This design comes from an exercise in tuning for small area on the open sky130 flow, not from production work.
In this exercise RTL edits were held to simulation tests only and were not proved equivalent to the original.

## old
==> module Top, before the edit <==
module Top(
    input  [15:0] sw,
    input         Clk_100MHz,
    input         rst,
    output [15:0] led,
    output [3:0]  Anode_A,
    output [6:0]  LED_out
    );
    assign led = sw;
    wire [5:0] X = sw[11:6];
    wire [5:0] Y = sw[5:0];
    wire op_add = sw[15];
    wire op_sub = ~sw[15] & sw[14];
    wire op_div = ~sw[15] & ~sw[14] & sw[13];
    wire op_mul = ~sw[15] & ~sw[14] & ~sw[13] & sw[12];
    reg  [6:0]  cnt;         
    reg  [12:0] B;           
    reg         Q8;          
    reg  [3:0]  D;           
    wire [4:0] c = cnt[4:0];
    wire [1:0] p = cnt[6:5];
    wire ld    = (c == 5'd0);
    wire mstep = op_mul & ~c[4] & (c[3:0] != 4'd0) & (c[3:0] != 4'd14) & (c[3:0] != 4'd15);
    wire dstep = op_div & ~c[4] & ~c[3] & (c[2:0] != 3'd0) & (c[2:0] != 3'd7);
    wire clr   = op_div & (c == 5'd7);
    wire cv    = c[4] & (c[3] & c[2] | c[3] & p[0] | c[2] & p[1] | p[1] & p[0]
                         | (c[3] | c[2]) & (p[1] | p[0]) & (c[3] | p[1]));
    wire [1:0] lvl = {c[3] ^ p[1] ^ (c[2] | p[0]), ~(c[2] ^ p[0])};
    wire dbz   = (Y == 6'd0);
    reg [6:0] Kh;
    always @(*) begin
        case (lvl)
            2'd0: Kh = 7'b1111101;
            2'd1: Kh = 7'b1100100;
            2'd2: Kh = 7'b1010000;
            default: Kh = 7'b1000000;
        endcase
    end
    wire csh = cv & (c[1:0] != 2'd0);    
    wire aX  = ld & (op_add | op_sub | op_div | op_mul);
    wire aSh = mstep | dstep | csh;
    wire aB  = ~ld & ~aSh;
    wire eY  = ld & (op_add | op_sub) | mstep & B[12];
    wire inv = ld & op_sub;
    wire [12:0] Bsh = {B[11:0], 1'b0};
    wire [12:0] A, Bop;
    genvar gi;
    generate for (gi = 0; gi < 13; gi = gi + 1) begin : g_op
        if (gi < 6) begin : g_lo
            assign A[gi] = (aX & X[gi]) | (aSh & Bsh[gi]) | (aB & B[gi]);
            assign Bop[gi] = ((eY & Y[gi]) ^ inv) | dstep | cv;
        end else begin : g_hi
            assign A[gi] = (aSh & Bsh[gi]) | (aB & ~clr & B[gi]);
            assign Bop[gi] = inv | (dstep & ~(gi < 12 ? Y[gi-6] : 1'b0)) | (clr & dbz)
                           | (cv & ~Kh[gi-6]);
        end
    end endgenerate
    wire cin = inv | dstep | cv;
    wire [13:0] cy;
    wire [12:0] sum;
    assign cy[0] = cin;
    generate for (gi = 0; gi < 13; gi = gi + 1) begin : g_add
        assign sum[gi] = A[gi] ^ Bop[gi] ^ cy[gi];
        assign cy[gi+1] = (A[gi] & Bop[gi]) | (cy[gi] & (A[gi] ^ Bop[gi]));
    end endgenerate
    wire cout = cy[13] | (aSh & B[12]);    
    wire keep = (dstep | cv) & ~cout;    
    always @(posedge Clk_100MHz) begin
        if (rst) cnt <= 7'd0;
        else cnt <= cnt + 7'd1;
        B[12:1] <= keep ? A[12:1] : sum[12:1];
        B[0] <= (dstep | csh) ? cout : (keep ? A[0] : sum[0]);
        if (c[1:0] == 2'd0) Q8 <= cout;
        if (rst) D <= 4'b1100;
        else if (c == 5'd31) D <= {Q8, B[1:0], cout};
    end
    wire blank = D[3] & D[2];
    assign Anode_A[3] = blank | (p != 2'd1);
    assign Anode_A[2] = blank | (p != 2'd2);
    assign Anode_A[1] = blank | (p != 2'd3);
    assign Anode_A[0] = blank | (p != 2'd0);
    reg [6:0] seg;
    always @(*) begin
        seg = 7'b0001111;
        if (D == 4'd0) seg = 7'b0000001;
        if (D == 4'd1) seg = 7'b1001111;
        if (D == 4'd2) seg = 7'b0010010;
        if (D == 4'd3) seg = 7'b0000110;
        if (D == 4'd4) seg = 7'b1001100;
        if (D == 4'd5) seg = 7'b0100100;
        if (D == 4'd6) seg = 7'b0100000;
        if (D == 4'd7) seg = 7'b0001111;
        if (D == 4'd8) seg = 7'b0000000;
        if (D == 4'd9) seg = 7'b0000100;
        if (D == 4'd10) seg = 7'b0010000;
        if (D == 4'd11) seg = 7'b0000110;
        if (D == 4'd12) seg = 7'b0000001;
        if (D == 4'd13) seg = 7'b0100101;
        if (D == 4'd14) seg = 7'b0100001;
    end
    assign LED_out = seg;
endmodule
==> flow/config.mk <==
export PLATFORM = sky130hd
export DESIGN_NAME = Top
export DESIGN_NICKNAME = Top
export VERILOG_FILES = /design/flow/design.v
export SDC_FILE = /design/flow/constraint.sdc
export NUM_CORES = 4
export LEC_CHECK = 0
export ABC_AREA = 1
export CAP_MARGIN = 20
export CORE_MARGIN = 2
export CORE_UTILIZATION = 40
export CTS_BUF_LIST = sky130_fd_sc_hd__clkbuf_8
export SLEW_MARGIN = 20
==> flow/constraint.sdc <==
create_clock -name core_clock -period 40.0 [get_ports {Clk_100MHz}]
set_input_delay 8.0000 -clock core_clock [delete_from_list [all_inputs] [get_ports {Clk_100MHz}]]
set_output_delay 8.0000 -clock core_clock [all_outputs]
set_load 0.01 [all_outputs]
standard.sh (not shown) runs the stock make flow with config.mk's settings and CLKGATE_MAP_FILE= SYNTH_SCRIPT=/design/flow/synth_recipe.tcl, a recipe that flattens the netlist after the stock synthesis.
==> flow/flow/run.sh <==
#!/bin/bash
# Own layout flow: the standard layout (standard.sh) with these changes:
#  - synthesis runs synth_recipe.tcl's steps, but extracts full adders only and maps with
#    several area-oriented ABC scripts (flow/abc_*.abc), keeping the smallest result
#    (flow/synth.tcl); registers, their names and cells are unchanged;
#  - port buffers are sky130_fd_sc_hd__buf_1 instead of ORFS's default choice;
#  - clock tree of clkbuf_8 only, without dummy loads (CTS_ARGS);
#  - timing-driven placement does not keep its repair buffers (GPL_KEEP_OVERFLOW=0).
# Each step's output goes to its own log in the work folder.
set -euo pipefail
W=$(pwd)
export MY_ABC_SCRIPTS="$(ls $W/flow/abc_*.abc | tr '\n' ' ')"
export CTS_ARGS="-sink_clustering_enable -repair_clock_nets -buf_list sky130_fd_sc_hd__clkbuf_8 -dont_use_dummy_load"
export GPL_KEEP_OVERFLOW=0
export BUFFER_PORTS_ARGS="-buffer_cell sky130_fd_sc_hd__buf_1"
sed "s#\(SYNTH_SCRIPT=\)'\?[^ ']*synth_recipe\.tcl'\?#\1$W/flow/synth.tcl#" standard.sh > own_standard.sh
grep -q "SYNTH_SCRIPT=$W/flow/synth.tcl" own_standard.sh
bash own_standard.sh synth > synth.log 2>&1
bash own_standard.sh floorplan > floorplan.log 2>&1
bash own_standard.sh place > place.log 2>&1
bash own_standard.sh cts > cts.log 2>&1
bash own_standard.sh route > route.log 2>&1
bash own_standard.sh finish > finish.log 2>&1
Other scripts of this flow, unchanged in this note and not shown: flow/flow/abc_amap.abc, flow/flow/abc_amap_f.abc, flow/flow/abc_c2rs_amap.abc, flow/flow/abc_c2rs_nf.abc, flow/flow/abc_dc2_map.abc, flow/flow/abc_fr_amap.abc, flow/flow/abc_map_a.abc, flow/flow/abc_nf.abc, flow/flow/abc_nf_f.abc, flow/flow/abc_resyn_amap.abc, flow/flow/abc_resyn_nf.abc, flow/flow/abc_synch_amap.abc, flow/flow/synth.tcl
Input-level comparison between new and old:
==> flow/design.v <==
`timescale 1ns / 1ps
module Top(
    input  [15:0] sw,
    input         Clk_100MHz,
    input         rst,
    output [15:0] led,
    output [3:0]  Anode_A,
    output [6:0]  LED_out
    );
    assign led = sw;
    wire [5:0] X = sw[11:6];
    wire [5:0] Y = sw[5:0];
    wire op_add = sw[15];
    wire op_sub = ~sw[15] & sw[14];
    wire op_div = ~sw[15] & ~sw[14] & sw[13];
    wire op_mul = ~sw[15] & ~sw[14] & ~sw[13] & sw[12];
    reg  [6:0]  cnt;         
    reg  [12:0] B;           
    reg  [2:0]  Q;           
    reg  [3:0]  D;           
    wire [4:0] c = cnt[4:0];
    wire [1:0] p = cnt[6:5];
    reg xbit;
    always @(*) begin
        case (c[2:0])
            3'd0: xbit = X[5];
            3'd1: xbit = X[4];
            3'd2: xbit = X[3];
            3'd3: xbit = X[2];
            3'd4: xbit = X[1];
            default: xbit = X[0];
        endcase
    end
    wire ld    = (c == 5'd0);
    wire mstep = op_mul & ~c[4] & ~c[3] & (c[2:0] != 3'd0) & (c[2:0] != 3'd6) & (c[2:0] != 3'd7);
    wire dstep = op_div & ~c[4] & ~c[3] & (c[2:0] != 3'd0) & (c[2:0] != 3'd7);
    wire clr   = op_div & (c == 5'd7);
    wire [2:0] jp = {1'b0, c[3:2]} + {1'b0, p};
    wire cv    = c[4] & (jp[2] | (jp[1:0] == 2'b11));
    wire [1:0] lvl = jp[1:0] + 2'd1;
    wire dbz   = (Y == 6'd0);
    reg [12:0] K;
    always @(*) begin
        case ({lvl, c[1:0]})
            4'h0: K = 13'd8000;  4'h1: K = 13'd4000;  4'h2: K = 13'd2000;  4'h3: K = 13'd1000;
            4'h4: K = 13'd800;   4'h5: K = 13'd400;   4'h6: K = 13'd200;   4'h7: K = 13'd100;
            4'h8: K = 13'd80;    4'h9: K = 13'd40;    4'hA: K = 13'd20;    4'hB: K = 13'd10;
            4'hC: K = 13'd8;     4'hD: K = 13'd4;     4'hE: K = 13'd2;     default: K = 13'd1;
        endcase
    end
    wire aX  = ld & (op_add | op_sub | op_div);
    wire aSh = mstep | dstep;
    wire aB  = ~ld & ~aSh;
    wire eY  = ld & (op_add | op_sub) | (ld | mstep) & op_mul & xbit;
    wire inv = ld & op_sub;
    wire [12:0] Bsh = {B[11:0], 1'b0};
    wire [12:0] A, Bop;
    genvar gi;
    generate for (gi = 0; gi < 13; gi = gi + 1) begin : g_op
        if (gi < 6) begin : g_lo
            assign A[gi] = (aX & X[gi]) | (aSh & Bsh[gi]) | (aB & B[gi]);
            assign Bop[gi] = ((eY & Y[gi]) ^ inv) | dstep | (cv & ~K[gi]);
        end else begin : g_hi
            assign A[gi] = (aSh & Bsh[gi]) | (aB & ~clr & B[gi]);
            assign Bop[gi] = inv | (dstep & ~(gi < 12 ? Y[gi-6] : 1'b0)) | (clr & dbz)
                           | (cv & ~K[gi]);
        end
    end endgenerate
    wire cin = inv | dstep | cv;
    wire [13:0] cy;
    wire [12:0] sum;
    assign cy[0] = cin;
    generate for (gi = 0; gi < 13; gi = gi + 1) begin : g_add
        assign sum[gi] = A[gi] ^ Bop[gi] ^ cy[gi];
        assign cy[gi+1] = (A[gi] & Bop[gi]) | (cy[gi] & (A[gi] ^ Bop[gi]));
    end endgenerate
    wire cout = cy[13];
    wire keep = (dstep | cv) & ~cout;    
    always @(posedge Clk_100MHz) begin
        if (rst) cnt <= 7'd0;
        else cnt <= cnt + 7'd1;
        B[12:1] <= keep ? A[12:1] : sum[12:1];
        B[0] <= dstep ? cout : (keep ? A[0] : sum[0]);
        Q <= {Q[1:0], cout};
        if (rst) D <= 4'b1100;
        else if (c == 5'd31) D <= {Q, cout};
    end
    wire blank = D[3] & D[2];
    assign Anode_A[3] = blank | (p != 2'd1);
    assign Anode_A[2] = blank | (p != 2'd2);
    assign Anode_A[1] = blank | (p != 2'd3);
    assign Anode_A[0] = blank | (p != 2'd0);
    reg [6:0] seg;
    always @(*) begin
        seg = 7'b0001111;
        if (D == 4'd0) seg = 7'b0000001;
        if (D == 4'd1) seg = 7'b1001111;
        if (D == 4'd2) seg = 7'b0010010;
        if (D == 4'd3) seg = 7'b0000110;
        if (D == 4'd4) seg = 7'b1001100;
        if (D == 4'd5) seg = 7'b0100100;
        if (D == 4'd6) seg = 7'b0100000;
        if (D == 4'd7) seg = 7'b0001111;
        if (D == 4'd8) seg = 7'b0000000;
        if (D == 4'd9) seg = 7'b0000100;
        if (D == 4'd10) seg = 7'b0010000;
        if (D == 4'd11) seg = 7'b0000110;
        if (D == 4'd12) seg = 7'b0000001;
        if (D == 4'd13) seg = 7'b0100101;
        if (D == 4'd14) seg = 7'b0100001;
    end
    assign LED_out = seg;
endmodule
[summary]
new: done, clean on timing, DRC and antenna
old -> new: area of the die increased by more than 10%
Compared new vs old, and wire length is up in new.
Compared new vs old, and core utilization is down in new.
new ends up with a hold slack that is 0.10 ns lower than in old.
The higher signed area change from the synthesized netlist to the final layout of new and old is in new.

## static timing again, ports no longer ideal
Ports are ideal in the flow. The routed layouts listed here were re-timed in OpenROAD.
Step 1 sets driving cells, clkbuf_16 on the clock port and buf_2 on the other inputs (assumed; they add their load-dependent delay and slew).
Step 2 also shifts input and output timing later by t, the mid clock arrival at the registers, as if the neighbouring blocks saw the same clock.
a / b / c = ideal / step 1 / step 2; a / b = the first two.
| run | t, ns | setup WS [ns] | worst setup path at the end | clock arrival spread, ns | pins driven straight from the clock port |
|---|---|---|---|---|---|
| old | 0.300 | 23.661 / 23.629 / 23.455 | input to register | 0.019 / 0.019 | 1 |
| new | 0.305 | 23.627 / 23.603 / 23.603 | input to output | 0.004 / 0.004 | 1 |
After both steps every run listed still meets setup and hold. For old, which loses most, drivers alone change the setup slack by -0.032 ns; drivers and shift together by -0.206 ns.
